This design comes from an exercise in tuning for small area and few clock cycles per item on the open sky130 flow, not from production work.
At most, simulation tests tie the RTL to the original design; equivalence was not proved.

==> inputs of run Y <==
// keccak
module keccak(clk, reset, in, in_ready, is_last, byte_num, buffer_full, out, out_ready);
    input              clk, reset;
    input      [63:0]  in;
    input              in_ready, is_last;
    input      [2:0]   byte_num;
    output             buffer_full;
    output     [511:0] out;
    output             out_ready;
    wire       [575:0] block;
    wire               block_ready;
    wire               f_ack;
    wire       [511:0] f_out;
    padder
      padder_ (clk, reset, in, in_ready, is_last, byte_num, buffer_full, block, block_ready, f_ack);
    f_permutation
      f_permutation_ (clk, reset, block, block_ready, f_ack, f_out, out_ready);
    genvar j;
    generate
      for (j = 0; j < 64; j = j + 1) begin : O
        assign out[511-8*j:504-8*j] = f_out[64*(j/8)+8*(j%8)+7:64*(j/8)+8*(j%8)];
      end
    endgenerate
endmodule
==> module padder, before the edit <==
module padder(clk, reset, in, in_ready, is_last, byte_num, buffer_full, out, out_ready, f_ack);
    input              clk, reset;
    input      [63:0]  in;
    input              in_ready, is_last;
    input      [2:0]   byte_num;
    output             buffer_full;
    output     [575:0] out;          
    output             out_ready;    
    input              f_ack;        
    reg        [63:0]  lane [0:8];
    reg        [8:0]   wp;           
    reg        [8:0]   vmask;        
    reg                full;
    wire       [63:0]  w, wpad, wd;
    wire               accept, pass;
    assign buffer_full = full & ~f_ack;
    assign accept      = in_ready & ~buffer_full;
    assign pass        = ~full & in_ready & is_last;   
    assign out_ready   = full | pass;
    genvar j;
    generate
      for (j = 0; j < 8; j = j + 1) begin : SW
        assign w[8*j+7:8*j] = in[63-8*j:56-8*j];
      end
    endgenerate
    padder1 p0 (w, byte_num, wpad);
    assign wd = is_last ? wpad : w;
    always @ (posedge clk)
      if (reset) begin
        wp    <= 9'b1;
        full  <= 1'b0;
        vmask <= 9'b0;
      end else begin
        if (f_ack)
          full <= 1'b0;
        if (accept) begin
          if (is_last) begin
            wp    <= 9'b1;
            full  <= ~(pass & f_ack);
            vmask <= {wp[8], |wp[8:7], |wp[8:6], |wp[8:5], |wp[8:4],
                      |wp[8:3], |wp[8:2], |wp[8:1], 1'b1};
          end else
            wp <= {wp[7:0], 1'b0};
        end
      end
    generate
      for (j = 0; j < 9; j = j + 1) begin : L
        always @ (posedge clk)
          if (accept & wp[j])
            lane[j] <= wd;
        wire keep = full ? vmask[j] : |(wp >> (j + 1));
        wire now  = ~full & wp[j];
        wire [63:0] v = (lane[j] & {64{keep}}) | (wd & {64{now}});
        if (j == 8)
          assign out[64*j+63:64*j] = v | 64'h8000000000000000;
        else
          assign out[64*j+63:64*j] = v;
      end
    endgenerate
endmodule
==> module f_permutation, before the edit <==
module f_permutation(clk, reset, in, in_ready, ack, out, out_ready);
    input              clk, reset;
    input      [575:0] in;
    input              in_ready;
    output             ack;           
    output reg [511:0] out;           
    output reg         out_ready;
    reg        [1599:0] r1, r2, r3;   
    reg                 v1, v2, v3;   
    reg         [2:0]   p1, p2, p3;   
    wire                fin = v2 & (p2 == 3'd7);   
    assign ack = in_ready & (~v2 | fin);
    always @ (posedge clk)
      if (reset) begin
        v1        <= 1'b0;
        v2        <= 1'b0;
        v3        <= 1'b0;
        out_ready <= 1'b0;
      end else begin
        v1        <= v3;
        v2        <= v1;
        v3        <= ack | (v2 & ~fin);
        out_ready <= fin;
      end
    wire        [2:0]   p3_next = ack ? 3'd0 : p2 + 3'd1;
    always @ (posedge clk) begin
      p1 <= p3;
      p2 <= p1;
      p3 <= p3_next;
    end
    wire [4:0]    i1 = {p3_next, 1'b0} + p3_next;
    wire [4:0]    i2 = {p3, 1'b0} + p3 + 5'd1;
    wire [4:0]    i3 = {p1, 1'b0} + p1 + 5'd2;
    wire [6:0]    rc1_next, rc2_next, rc3_next;
    reg  [6:0]    rc1, rc2, rc3;
    rconst2in1 rc1_ (i1, rc1_next);
    rconst2in1 rc2_ (i2, rc2_next);
    rconst2in1 rc3_ (i3, rc3_next);
    always @ (posedge clk) begin
      rc1 <= rc1_next;
      rc2 <= rc2_next;
      rc3 <= rc3_next;
    end
    wire [1599:0] t1, s1, t2, s2, t3, s3;
    keccak_theta th1 (r3, t1);
    keccak_chi   ch1 (t1, rc1, s1);
    keccak_theta th2 (r1, t2);
    keccak_chi   ch2 (t2, rc2, s2);
    keccak_theta th3 (r2, t3);
    keccak_chi   ch3 (t3, rc3, s3);
    always @ (posedge clk) begin
      r1  <= s1;
      r2  <= s2;
      r3  <= ack ? {1024'b0, in} : s3;
      out <= s3[511:0];
    end
endmodule
clock: 5.0 ns
lec_check: 0
cap_margin: 10
core_margin: 2
core_utilization: 22
place_density: 0.42
setup_slack_margin: 0.1
slew_margin: 10
standard.sh (not shown) runs the stock make flow with config.mk's settings and CLKGATE_MAP_FILE= SYNTH_SCRIPT=/design/flow/synth_recipe.tcl, a recipe that flattens the netlist after the stock synthesis.
==> flow/flow/run.sh <==
#!/bin/bash
# Layout flow: the standard ORFS flow, except that
#  - ABC maps the logic for area (map -a) instead of the speed script;
#    registers are mapped before ABC runs, so they are the standard
#    synthesis's, with the same names and cells;
#  - clock tree: larger sink clusters and no dummy loads;
#  - global routing may end with a little congestion, left to the detailed
#    router, after fewer congestion iterations.
set -euo pipefail
W=$PWD
rm -rf scripts_mod
mkdir -p scripts_mod
cp -r "$FLOW_HOME"/scripts/. scripts_mod/
cp flow/abc_area.script scripts_mod/abc_area.script
make -C "$FLOW_HOME" DESIGN_CONFIG="$W/config.mk" WORK_HOME="$W/orfs" CLKGATE_MAP_FILE= \
  SYNTH_SCRIPT="$W/synth_recipe.tcl" SCRIPTS_DIR="$W/scripts_mod" ABC_AREA=1 synth > synth.log 2>&1
export CTS_ARGS="-sink_clustering_enable -repair_clock_nets -sink_clustering_size 25 -sink_clustering_max_diameter 100 -dont_use_dummy_load"
export GLOBAL_ROUTE_ARGS="-congestion_iterations 10 -congestion_report_iter_step 5 -verbose -allow_congestion"
bash standard.sh > standard.log 2>&1
==> flow/flow/abc_area.script <==
strash
dch
map -a
topo
==> run H (differences from run Y) <==
--- a/flow/design.v
+++ b/flow/design.v
@@ -25,9 +25,8 @@
     reg                full;
     wire       [63:0]  w, wpad, wd;
-    wire               accept, pass;
+    wire               accept;
     assign buffer_full = full & ~f_ack;
+    assign out_ready   = full;
     assign accept      = in_ready & ~buffer_full;
-    assign pass        = ~full & in_ready & is_last;   
-    assign out_ready   = full | pass;
     genvar j;
     generate
@@ -49,5 +48,5 @@
           if (is_last) begin
             wp    <= 9'b1;
-            full  <= ~(pass & f_ack);
+            full  <= 1'b1;
             vmask <= {wp[8], |wp[8:7], |wp[8:6], |wp[8:5], |wp[8:4],
                       |wp[8:3], |wp[8:2], |wp[8:1], 1'b1};
@@ -61,11 +60,8 @@
           if (accept & wp[j])
             lane[j] <= wd;
-        wire keep = full ? vmask[j] : |(wp >> (j + 1));
-        wire now  = ~full & wp[j];
-        wire [63:0] v = (lane[j] & {64{keep}}) | (wd & {64{now}});
         if (j == 8)
-          assign out[64*j+63:64*j] = v | 64'h8000000000000000;
+          assign out[64*j+63:64*j] = (lane[j] & {64{vmask[j]}}) | 64'h8000000000000000;
         else
-          assign out[64*j+63:64*j] = v;
+          assign out[64*j+63:64*j] = lane[j] & {64{vmask[j]}};
       end
     endgenerate
@@ -184,44 +180,44 @@
     input              in_ready;
     output             ack;           
-    output reg [511:0] out;           
-    output reg         out_ready;
+    output     [511:0] out;           
+    output             out_ready;
     reg        [1599:0] r1, r2, r3;   
     reg                 v1, v2, v3;   
     reg         [2:0]   p1, p2, p3;   
-    wire                fin = v2 & (p2 == 3'd7);   
-    assign ack = in_ready & (~v2 | fin);
+    wire                fin = v3 & (p3 == 3'd7);   
+    wire        [2:0]   p0  = ack ? 3'd0 : p3 + 3'd1;
+    assign ack       = in_ready & (~v3 | fin);
+    assign out       = r3[511:0];
+    assign out_ready = fin;
     always @ (posedge clk)
       if (reset) begin
-        v1        <= 1'b0;
-        v2        <= 1'b0;
-        v3        <= 1'b0;
-        out_ready <= 1'b0;
+        v1 <= 1'b0;
+        v2 <= 1'b0;
+        v3 <= 1'b0;
       end else begin
-        v1        <= v3;
-        v2        <= v1;
-        v3        <= ack | (v2 & ~fin);
-        out_ready <= fin;
-      end
-    wire        [2:0]   p3_next = ack ? 3'd0 : p2 + 3'd1;
+        v1 <= ack | (v3 & ~fin);
+        v2 <= v1;
+        v3 <= v2;
+      end
     always @ (posedge clk) begin
-      p1 <= p3;
+      p1 <= p0;
       p2 <= p1;
-      p3 <= p3_next;
+      p3 <= p2;
     end
-    wire [4:0]    i1 = {p3_next, 1'b0} + p3_next;
-    wire [4:0]    i2 = {p3, 1'b0} + p3 + 5'd1;
+    wire [4:0]    i1 = {p0, 1'b0} + p0;
+    wire [4:0]    i2 = {p0, 1'b0} + p0 + 5'd1;
     wire [4:0]    i3 = {p1, 1'b0} + p1 + 5'd2;
-    wire [6:0]    rc1_next, rc2_next, rc3_next;
-    reg  [6:0]    rc1, rc2, rc3;
-    rconst2in1 rc1_ (i1, rc1_next);
+    wire [6:0]    rc1, rc2_next, rc3_next;
+    reg  [6:0]    rc2, rc3;
+    rconst2in1 rc1_ (i1, rc1);
     rconst2in1 rc2_ (i2, rc2_next);
     rconst2in1 rc3_ (i3, rc3_next);
     always @ (posedge clk) begin
-      rc1 <= rc1_next;
       rc2 <= rc2_next;
       rc3 <= rc3_next;
     end
+    wire [1599:0] s0 = ack ? {1024'b0, in} : r3;
     wire [1599:0] t1, s1, t2, s2, t3, s3;
-    keccak_theta th1 (r3, t1);
+    keccak_theta th1 (s0, t1);
     keccak_chi   ch1 (t1, rc1, s1);
     keccak_theta th2 (r1, t2);
@@ -230,8 +226,7 @@
     keccak_chi   ch3 (t3, rc3, s3);
     always @ (posedge clk) begin
-      r1  <= s1;
-      r2  <= s2;
-      r3  <= ack ? {1024'b0, in} : s3;
-      out <= s3[511:0];
+      r1 <= s1;
+      r2 <= s2;
+      r3 <= s3;
     end
 endmodule
==> flow/flow/run.sh (replaced) <==
#!/bin/bash
# Layout flow: the standard ORFS flow, except that ABC maps the logic for
# area (map -a) instead of the speed script. Registers are mapped before ABC
# runs, so they are the standard synthesis's, with the same names and cells.
set -euo pipefail
W=$PWD
rm -rf scripts_mod
mkdir -p scripts_mod
cp -r "$FLOW_HOME"/scripts/. scripts_mod/
cp flow/abc_area.script scripts_mod/abc_area.script
make -C "$FLOW_HOME" DESIGN_CONFIG="$W/config.mk" WORK_HOME="$W/orfs" CLKGATE_MAP_FILE= \
  SYNTH_SCRIPT="$W/synth_recipe.tcl" SCRIPTS_DIR="$W/scripts_mod" ABC_AREA=1 synth > synth.log 2>&1
bash standard.sh > standard.log 2>&1
Settings changed: CORE_UTILIZATION 22 to 28, GPL_TIMING_DRIVEN from default to 0, PLACE_DENSITY 0.42 to 0.45, SETUP_SLACK_MARGIN 0.1 to default.
==> comparison <==
Run Y finished with capacitance limit, slew limit, setup timing left. Run H ended with an error in global routing (5_1_grt), error GRT-0116.
In run H the area after synthesis is lower than in run Y, by about 1.8%.
Against run Y, the synthesized cell count of run H is larger by 0.74%.
==> figures <==
item                                                                                           run Y                     run H
Post-placement setup slack                                                                 0.0561 ns                  -5.40 ns
Number of buffers created by CTS                                                                 541                       681
Starting density of the core                                                                   22.0%                     28.1%
Total nets after synthesis                                                                     31900                     32100
Resized Gates After CTS                                                                            0                      2061
Run status                                                                complete, but fails checks    stopped before the end
Last stage reached                                                                                 -  global routing (5_1_grt)
Layout check failures                                    capacitance limit, slew limit, setup timing                         -
Fraction of synthesized cell area in xor and xnor cells                                        39.9%                     42.8%
Post-synthesis sequential area ratio                                                           42.5%                     39.7%
Avg Synthesized Cell Area                                                                  9.24 um^2                 9.00 um^2
Number of instances in the synthesized netlist                                                 31800                     32000
Buffers inserted by post-CTS timing repair                                                         0                       615
Fraction of the mapped netlist area in adder cells                                            0.137%                    0.111%
Complex-gate fraction of the synthesized area                                                  5.17%                     1.28%
Height of the chip                                                                           1.16 mm                   1.02 mm
Simple-gate portion of the synthesized area                                                    8.50%                     10.5%
Unique cell type count in the Yosys netlist                                                       29                        28
Testbench counts of run Y, summed over its fixed seeds: cycles 13,126, items 1,600.
No functional check of the RTL was part of run H.

what the ideal ports hide:
No port has a modelled driver above. Below, the same layout with a new extraction and two added sets of constraints. Step 1 (the two cells are an assumption about what drives the block):
set clk [get_ports {clk}]
set_driving_cell -lib_cell sky130_fd_sc_hd__clkbuf_16 $clk
set_driving_cell -lib_cell sky130_fd_sc_hd__buf_2 [delete_from_list [all_inputs] $clk]
Step 2 also shifts input and output timing later by t, the mid clock arrival at the registers, as if the neighbouring blocks saw the same clock. a / b / c = ideal / step 1 / step 2; a / b = the first two.
run: run Y
t, ns: 1.425
setup slack, ns: -0.023 / -0.023 / -0.329
worst setup path after step 2: input to register
clock arrival spread, ns: 0.100 / 0.101
The setup slack of run Y moves by 0.000 ns with the drivers and by -0.306 ns with both steps.
